Background: an optimization exercise with open tools, aiming at small area and a short achievable clock period. Do not read the settings as production practice.
Where RTL was checked, it was by simulation tests only, not by an equivalence proof against the original.
Power is estimated from default activity; no workload was simulated.

## RISCuva0
module RISCuva0 ( clk, reset,
                  progAddress, progData, progReset,
                  dataIn, dataOut,
                  portAddress, portRead, portWrite,
                  intReq, intAck );
    input        clk, reset;
    output [9:0] progAddress;
    input [13:0] progData;
    output       progReset;
    input  [7:0] dataIn;
    output [7:0] dataOut;
    output [7:0] portAddress;
    output       portRead;
    output       portWrite;
    input        intReq;
    output       intAck;
    wire [1:0] opA = progData[13:12];
    wire [1:0] opB = progData[11:10];
    wire [1:0] opC = progData[9:8];
    wire [3:0] rM  = progData[7:4];
    wire [3:0] rN  = progData[3:0];
    wire [9:0] immAddr = progData[9:0];
    wire [7:0] immData = progData[11:4];
    wire MISC = (opA == 2'b00);
    wire JP   = (opA == 2'b01);
    wire LOAD = (opA == 2'b10);
    wire ALU  = (opA == 2'b11);
    wire rets    = MISC & (opB == 2'b10);
    wire onRet   = rets & ~opC[1];               
    wire isRETI  = rets & (opC == 2'b01);
    wire isDI    = rets & (opC == 2'b10);
    wire isEI    = rets & (opC == 2'b11);
    wire isCALL  = MISC & (opB == 2'b00);
    wire writeRF = opA[1];                       
    logic [7:0]  rf [0:15];
    logic [11:0] stackMem [0:15];
    logic [3:0]  SP;
    logic [9:0]  PC;
    logic [7:0]  lastPort;      
    logic        zeroFlag, carryFlag;
    logic        userEI, intAckR, callingIRQ;
    wire [7:0] nextPort = lastPort + 8'd1;
    wire [7:0] otherPort = (opC == 2'b01) ? nextPort : {3'b111, progData[8:4]};
    wire [15:0] selN = 16'd1 << rN;
    wire [15:0] selM = 16'd1 << rM;
    wire [7:0] busN, busM;
    RISCuva0_read16 readN (.sel(selN), .d0(rf[0]), .d1(rf[1]), .d2(rf[2]), .d3(rf[3]),
        .d4(rf[4]), .d5(rf[5]), .d6(rf[6]), .d7(rf[7]), .d8(rf[8]), .d9(rf[9]),
        .d10(rf[10]), .d11(rf[11]), .d12(rf[12]), .d13(rf[13]), .d14(rf[14]), .d15(rf[15]), .q(busN));
    RISCuva0_read16p readM (.sel(selM), .d0(rf[0]), .d1(rf[1]), .d2(rf[2]), .d3(rf[3]),
        .d4(rf[4]), .d5(rf[5]), .d6(rf[6]), .d7(rf[7]), .d8(rf[8]), .d9(rf[9]),
  ...
clock: 7.0 ns
lec_check: 0
cap_margin: 20
core_margin: 2
core_utilization: 50
cts_buf_list: sky130_fd_sc_hd__clkbuf_8
cts_cluster_diameter: 50
cts_cluster_size: 16
setup_slack_margin: 2.3
slew_margin: 20
synth_hierarchical: 1
synth_minimum_keep_size: 0
standard.sh (not shown) runs the stock make flow with config.mk's settings and CLKGATE_MAP_FILE= SYNTH_SCRIPT=/design/flow/synth_recipe.tcl, a recipe that flattens the netlist after the stock synthesis.
==> flow/flow/run.sh <==
#!/bin/bash
# The standard layout with two changes: plain buf_2 cells as the port buffers
# (instead of the delay cells that buffer_ports picks by default), and clock
# tree synthesis without dummy loads at the clock tree's leaves. Adders are
# left to abc (no half/full adder cells). Each tool's
# output is in standard.log and orfs/logs/.
set -euo pipefail
bash standard.sh \
  "ADDER_MAP_FILE=" \
  "BUFFER_PORTS_ARGS=-buffer_cell sky130_fd_sc_hd__buf_2" \
  "CTS_ARGS=-sink_clustering_enable -repair_clock_nets -buf_list sky130_fd_sc_hd__clkbuf_8 -sink_clustering_size 16 -sink_clustering_max_diameter 80 -dont_use_dummy_load" \
  finish > standard.log 2>&1
The baseline ran to the end with no violations.
Then changed:
==> flow/flow/run.sh (replaced) <==
#!/bin/bash
# The standard layout with two changes: plain buf_2 cells as the port buffers
# (instead of the delay cells that buffer_ports picks by default), and clock
# tree synthesis without dummy loads at the clock tree's leaves. Each tool's
# output is in standard.log and orfs/logs/.
set -euo pipefail
bash standard.sh \
  "BUFFER_PORTS_ARGS=-buffer_cell sky130_fd_sc_hd__buf_2" \
  "CTS_ARGS=-sink_clustering_enable -repair_clock_nets -buf_list sky130_fd_sc_hd__clkbuf_8 -sink_clustering_size 16 -sink_clustering_max_diameter 50 -dont_use_dummy_load" \
  finish > standard.log 2>&1
- critical path depth went down by 10
- clock-buffer cell count went up by 10
- design area is about the same
- die area went up by 1.1%
- non-clock buffer count went down by 23
- power went up by 2.1%
- core utilization went down by 0.34 points
- worst setup slack is better by 0.11 ns
- wire length went down by about 5.6%
- sequential power is about the same
- first-iteration DRC count went down by about 30%
Then changed:
--- a/flow/flow/run.sh
+++ b/flow/flow/run.sh
@@ -9 +9 @@
-  "CTS_ARGS=-sink_clustering_enable -repair_clock_nets -buf_list sky130_fd_sc_hd__clkbuf_8 -sink_clustering_size 16 -sink_clustering_max_diameter 50 -dont_use_dummy_load" \
+  "CTS_ARGS=-sink_clustering_enable -repair_clock_nets -buf_list sky130_fd_sc_hd__clkbuf_8 -sink_clustering_size 16 -sink_clustering_max_diameter 80 -dont_use_dummy_load" \
Flip-flop and latch count stays the same. Routed wire length barely changes. Maximum frequency fell by 0.86%. First-iteration DRC count came out higher by 14%. Power shrinks by 3.6%. Worst setup slack loses 0.040 ns. Synthesized area does not change. Synthesized cell count is unchanged. Final cell count came out lower by 0.46%.

========
RISCuva0 again, from the RTL that the note above started with.
==> flow/config.mk <==
export PLATFORM = sky130hd
export DESIGN_NAME = RISCuva0
export DESIGN_NICKNAME = RISCuva0
export VERILOG_FILES = /design/flow/design.v
export SDC_FILE = /design/flow/constraint.sdc
export NUM_CORES = 4
export LEC_CHECK = 0
export CAP_MARGIN = 20
export CORE_MARGIN = 2
export CORE_UTILIZATION = 50
export CTS_BUF_LIST = sky130_fd_sc_hd__clkbuf_8
export CTS_CLUSTER_DIAMETER = 50
export CTS_CLUSTER_SIZE = 16
export SETUP_SLACK_MARGIN = 2.3
export SLEW_MARGIN = 20
export SYNTH_HIERARCHICAL = 1
export SYNTH_MINIMUM_KEEP_SIZE = 0
==> flow/constraint.sdc <==
create_clock -name core_clock -period 7.0 [get_ports {clk}]
set_input_delay 1.4000 -clock core_clock [delete_from_list [all_inputs] [get_ports {clk}]]
set_output_delay 1.4000 -clock core_clock [all_outputs]
set_load 0.01 [all_outputs]
==> flow/flow/run.sh <==
#!/bin/bash
# The standard layout with two changes: plain buf_2 cells as the port buffers
# (instead of the delay cells that buffer_ports picks by default), and clock
# tree synthesis without dummy loads at the clock tree's leaves. Each tool's
# output is in standard.log and orfs/logs/.
set -euo pipefail
bash standard.sh "SETUP_MOVE_SEQUENCE=unbuffer,sizeup,swap" \
  "BUFFER_PORTS_ARGS=-buffer_cell sky130_fd_sc_hd__buf_2" \
  "CTS_ARGS=-sink_clustering_enable -repair_clock_nets -buf_list sky130_fd_sc_hd__clkbuf_8 -sink_clustering_size 16 -sink_clustering_max_diameter 80 -dont_use_dummy_load" \
  finish > standard.log 2>&1
The starting point produced a clean layout.
Edit:
--- a/flow/flow/run.sh
+++ b/flow/flow/run.sh
@@ -7 +7 @@
-bash standard.sh "SETUP_MOVE_SEQUENCE=unbuffer,sizeup,swap" \
+bash standard.sh \
Settings changed: SETUP_SLACK_MARGIN 2.3 to 2.2.
Area after synthesis does not change.
Wire length climbs by about 3%.
Via count climbs by 2.4%.
Combinational power climbs by about 2%.
Total power climbs by about 0.9%.
Synthesized cell count is unchanged.
Hold slack gets better by 0.0067 ns.
Sequential power barely changes.
Global-route usage climbs by 0.90 points.
Clock power climbs by about 2.8%.
Edit:
--- a/flow/flow/run.sh
+++ b/flow/flow/run.sh
@@ -7 +7 @@
-bash standard.sh \
+bash standard.sh "SKIP_GATE_CLONING=1" \
Settings changed: SETUP_SLACK_MARGIN 2.2 to 2.3.
Result:
- final cell count came out higher by 0.46%
- non-clock buffer count came out higher by 10
- cell area came out higher by about 0.6%
- worst hold slack stays flat
- fmax came out higher by 2.8%
- clock-buffer cell count came out lower by 1

========
Another version of the RTL of RISCuva0 (not shown whole).
For scale: ~55 I/O pins.
export LEC_CHECK = 0
export CAP_MARGIN = 20
export CORE_MARGIN = 2
export CORE_UTILIZATION = 50
export CTS_BUF_LIST = sky130_fd_sc_hd__clkbuf_8
export CTS_CLUSTER_DIAMETER = 50
export CTS_CLUSTER_SIZE = 16
export SETUP_SLACK_MARGIN = 2.5
export SLEW_MARGIN = 20
export SYNTH_HIERARCHICAL = 1
export SYNTH_MINIMUM_KEEP_SIZE = 0
create_clock -name core_clock -period 7.0 [get_ports {clk}]
run.sh (not shown) runs the stock make flow with config.mk's settings and CLKGATE_MAP_FILE= SYNTH_SCRIPT=/design/flow/synth_recipe.tcl, a recipe that flattens the netlist after the stock synthesis.
Stock flow here: none of the scripts above is used.
Change:
==> flow/flow/run.sh (new file) <==
#!/bin/bash
# The standard layout, with plain buf_2 cells as the port buffers instead of
# the delay cells that buffer_ports picks by default. Each tool's output is
# in standard.log and orfs/logs/.
set -euo pipefail
bash standard.sh "BUFFER_PORTS_ARGS=-buffer_cell sky130_fd_sc_hd__buf_2" finish > standard.log 2>&1
==> flow/standard.sh (new file) <==
#!/bin/bash
# synth_recipe.tcl (not shown) runs the flow's synth.tcl, then flattens the netlist and writes it again
# the make line also repeats each setting of config.mk as NAME=value (left out here)
make -C /OpenROAD-flow-scripts/flow DESIGN_CONFIG=/design/flow/config.mk WORK_HOME=/design/flow/orfs CLKGATE_MAP_FILE= SYNTH_SCRIPT=/design/flow/synth_recipe.tcl "${@:-finish}"
Settings changed: CAP_MARGIN 20 to 10, GPL_TIMING_DRIVEN set to 0, SLEW_MARGIN 20 to 10.
removed: flow/run.sh
Total power goes down by 3.7%.
Cell count goes up by 1.3%.
Setup slack gets worse by 0.038 ns.
Cell area goes down by 1.3%.
Non-clock buffer count went up by 27.
Sequential share of layout area rose by 0.68 points.
Critical path depth climbs by 1.
Count of clock-buffer cells in the layout shrinks by 1.
Via count is lower by 1.1%.
Clock skew came out higher by 0.012 ns.
Change:
Settings changed: CAP_MARGIN 10 to 20, CORE_UTILIZATION 50 to 60, GPL_TIMING_DRIVEN 0 to not set, SLEW_MARGIN 10 to 20.
The new run produced a clean layout.
Worst hold slack is better by 0.0080 ns.
First-iteration DRC count rose by 22%.
Routed wire length rose by 0.52%.
Die area shrinks by 16%.
Non-clock buffer count decreases by 64.
Change:
Settings changed: CORE_UTILIZATION 60 to 50, SETUP_SLACK_MARGIN 2.5 to 2.2.
Effect: The new run went through all stages and came out clean. Worst hold slack is worse by 0.012 ns. Power fell by 1.3%. Setup slack is worse by 0.21 ns. Sequential share of layout area rose by 2.2 points. Core utilization fell by 14 points. Global-route usage fell by 5.6 points. Area after synthesis is unchanged. Design area fell by about 4%. Count of clock-buffer cells in the layout does not change. First-iteration DRC count rose by 9.0%.
No functional check of the RTL was part of any run of this note.

========
== main ==
The RTL this note starts from:
==> flow/design.v <==
`timescale 1ns / 1ps
module RISCuva0 ( clk, reset,
                  progAddress, progData, progReset,
                  dataIn, dataOut,
                  portAddress, portRead, portWrite,
                  intReq, intAck );
    input        clk, reset;
    output [9:0] progAddress;
    input [13:0] progData;
    output       progReset;
    input  [7:0] dataIn;
    output [7:0] dataOut;
    output [7:0] portAddress;
    output       portRead;
    output       portWrite;
    input        intReq;
    output       intAck;
    wire [1:0] opA = progData[13:12];
    wire [1:0] opB = progData[11:10];
    wire [1:0] opC = progData[9:8];
    wire [3:0] rM  = progData[7:4];
    wire [3:0] rN  = progData[3:0];
    wire [9:0] immAddr = progData[9:0];
    wire [7:0] immData = progData[11:4];
    wire MISC = (opA == 2'b00);
    wire JP   = (opA == 2'b01);
    wire LOAD = (opA == 2'b10);
    wire ALU  = (opA == 2'b11);
    wire rets    = MISC & (opB == 2'b10);
    wire onRet   = rets & ~opC[1];               
    wire isRETI  = rets & (opC == 2'b01);
    wire isDI    = rets & (opC == 2'b10);
    wire isEI    = rets & (opC == 2'b11);
    wire isCALL  = MISC & (opB == 2'b00);
    wire writeRF = opA[1];                       
    logic [7:0]  rf [0:15];
    logic [11:0] stackMem [0:15];
    logic [3:0]  SP;
    logic [9:0]  PC;
    logic [7:0]  nextPort;
    logic        zeroFlag, carryFlag;
    logic        userEI, intAckR, callingIRQ;
    wire [7:0] busN = rf[rN];
    wire [7:0] busM = rf[rM];
    assign portRead  = ALU & (opB == 2'b11);
    assign portWrite = MISC & (opB == 2'b11);
    assign dataOut   = busN;
    assign portAddress = (opC == 2'b00) ? busM :
                         (opC == 2'b01) ? nextPort : {3'b111, progData[8:4]};
    assign intAck = intAckR;
    logic [7:0] logicALU;
    logic       logicCarry;
    always_comb
        case (opC)
            2'b00: begin logicALU = busM;           logicCarry = carryFlag; end
            2'b01: begin logicALU = busN ~^ busM;   logicCarry = carryFlag; end
            2'b10: begin logicALU = busN | busM;    logicCarry = 1'b0;      end
            default: begin logicALU = busN & busM;  logicCarry = 1'b1;      end
        endcase
    wire       isSub = opC[1];
    wire [7:0] altM  = isSub ? ~busM : busM;
    wire       cin   = opC[0] ? (isSub ? ~carryFlag : carryFlag) : isSub;
    wire [8:0] sum   = {1'b0, busN} + {1'b0, altM} + {8'b0, cin};
    wire [7:0] arithALU   = sum[7:0];
    wire       arithCarry = isSub ? ~sum[8] : sum[8];
    wire [7:0] hx = busN ^ altM;
    wire [7:0] ho = busN | altM;
    wire       arithZero = ~(hx[0] ^ cin) & ((hx[7:1] ^ ho[6:0]) == 7'b0);
    logic [7:0] shiftALU;
    logic       shiftCarry;
    always_comb
        case (opC)
            2'b00: {shiftALU, shiftCarry} = {busN[7], busN};
            2'b01: {shiftALU, shiftCarry} = {carryFlag, busN};
            2'b10: {shiftALU, shiftCarry} = {busN[0], busN};
            default: {shiftALU, shiftCarry} = {busN[6:0], busN[7], busN[7]};
        endcase
    logic [7:0] aluRes;
    logic       aluZero;
    always_comb
        case (opB)
            2'b00: begin aluRes = logicALU; aluZero = (logicALU == 8'h00); end
            2'b01: begin aluRes = arithALU; aluZero = arithZero;            end
            2'b10: begin aluRes = shiftALU; aluZero = (shiftALU == 8'h00); end
            default: begin aluRes = dataIn; aluZero = (dataIn == 8'h00);    end
        endcase
    wire [7:0] dataBus  = opA[0] ? aluRes  : immData;
    wire       dataZero = opA[0] ? aluZero : (immData == 8'h00);
    always @(posedge clk)
        for (int i = 0; i < 16; i++)
            if (reset && i < 2)
                rf[i] <= (i == 1) ? 8'd1 : 8'd0;
            else if (~reset && writeRF && rN == i)
                rf[i] <= dataBus;
    always @(posedge clk)
        if (reset)
            nextPort <= 8'd0;
        else if (portRead | portWrite)
            nextPort <= portAddress + 8'd1;
    wire mayIRQ   = ~(rets | portWrite | portRead);
    wire validIRQ = intReq & ~intAckR & userEI & mayIRQ;
    always @(posedge clk) begin
        if (reset)     userEI <= 1'b0;
        else if (isDI) userEI <= 1'b0;
        else if (isEI) userEI <= 1'b1;
        if (reset)         intAckR <= 1'b0;
        else if (validIRQ) intAckR <= 1'b1;
        else if (isRETI)   intAckR <= 1'b0;
        if (reset) callingIRQ <= 1'b0;
        else       callingIRQ <= validIRQ;
    end
    wire [3:0]  SPm1     = SP - 4'd1;
    wire [11:0] stackTop = stackMem[SPm1];
    always @(posedge clk)
        if (isRETI)
            {carryFlag, zeroFlag} <= stackTop[11:10];
        else begin
            if (writeRF)
                zeroFlag <= dataZero;
            if (ALU & (opB != 2'b11))
                carryFlag <= (opB == 2'b00) ? logicCarry :
                             (opB == 2'b10) ? shiftCarry : arithCarry;
        end
    logic validFlag;
    always_comb
        case (opB)
            2'b00: validFlag =  zeroFlag;
            2'b01: validFlag = ~zeroFlag;
            2'b10: validFlag =  carryFlag;
            default: validFlag = ~carryFlag;
        endcase
    wire       onJump = (MISC & ~opB[1]) | (JP & validFlag);
    wire [9:0] incrPC = callingIRQ ? PC : PC + 10'd1;
    wire [9:0] nextPC = onJump ? {immAddr[9:1], immAddr[0] | callingIRQ} :
                        onRet  ? stackTop[9:0] : incrPC;
    always @(posedge clk)
        if (reset) PC <= 10'd0;
        else       PC <= nextPC;
    assign progAddress = nextPC;
    assign progReset   = reset | validIRQ;
    always @(posedge clk)
        if (reset)       SP <= 4'd0;
        else if (isCALL) SP <= SP + 4'd1;
        else if (onRet)  SP <= SPm1;
    always @(posedge clk)
        if (isCALL)
            stackMem[SP] <= {carryFlag, zeroFlag, incrPC};
endmodule
Settings: LEC_CHECK=0, CAP_MARGIN=20, CORE_MARGIN=2, CORE_UTILIZATION=40, SETUP_SLACK_MARGIN=3.0, SLEW_MARGIN=20; clock period 7.0 ns.
Stock flow here: none of the scripts above is used.
No stage failed in main, and the final checks on the layout all came back clean.
The following lists how the feature branch was set up differently from main:
# main
export LEC_CHECK = 0
export CAP_MARGIN = 20
export CORE_MARGIN = 2
export CORE_UTILIZATION = 40
export SETUP_SLACK_MARGIN = 3.0
export SLEW_MARGIN = 20
create_clock -name core_clock -period 7.0 [get_ports {clk}]
# the feature branch
export LEC_CHECK = 0
export CAP_MARGIN = 20
export CORE_MARGIN = 2
export CORE_UTILIZATION = 40
export SLEW_MARGIN = 20
create_clock -name core_clock -period 7.0 [get_ports {clk}]
--- outcome ---
rf[8][6] as the endpoint of the most critical setup path was reported by main, and portAddress[4] by the feature branch. The height of the die was comparable across main and the feature branch. [compare] base=main new=the feature branch: detailed-route wire length lower; final instance area lower; final worst-path setup slack lower; worst supply voltage drop on vdd lower. The feature branch against main: count of non-CTS buffers in the layout shrank by 231; multi-input combinational cell count fell by 0.46%.
No run of this note included a check of the RTL's function; only the layout flow was run.

separate check: timing with driven ports:
The flow's constraints put no driver on any port. The routed layouts listed below were extracted and timed again, unchanged, in two steps.
Step 1, drivers: a clkbuf_16 drives clk and a buf_2 each remaining input, both assumed.
Step 2 also shifts input and output timing later by t, the mid clock arrival at the registers, as if the neighbouring blocks saw the same clock.
Three values: ideal, step 1, step 2; two values: the first two.
| run | t, ns | setup WS [ns] | cell pins on the clock port's net |
|---|---|---|---|
| the first run of note 1 | 0.625 | 2.255 / 2.262 / 1.637 | 1 |
| the second run of note 1 | 0.576 | 2.367 / 2.316 / 1.788 | 1 |
| the third run of note 1 | 0.607 | 2.327 / 2.287 / 1.857 | 1 |
| the first run of note 2 | 0.609 | 2.230 / 2.167 / 1.832 | 1 |
| the second run of note 2 | 0.612 | 2.190 / 2.131 / 1.665 | 1 |
| the third run of note 2 | 0.609 | 2.319 / 2.283 / 1.809 | 1 |
| the first run of note 3 | 0.601 | 2.307 / 2.240 / 1.881 | 1 |
| the second run of note 3 | 0.597 | 2.269 / 2.138 / 1.849 | 1 |
| the third run of note 3 | 0.603 | 2.359 / 2.286 / 1.967 | 1 |
| the fourth run of note 3 | 0.599 | 2.152 / 2.099 / 1.709 | 1 |
| main | 0.607 | 2.335 / 2.106 / 1.499 | 1 |
| the feature branch | 0.608 | 1.082 / 1.062 / 0.659 | 1 |
After both steps setup and hold are still met in every run listed. For main, which loses most, drivers alone change the setup slack by -0.229 ns; drivers and shift together by -0.836 ns.
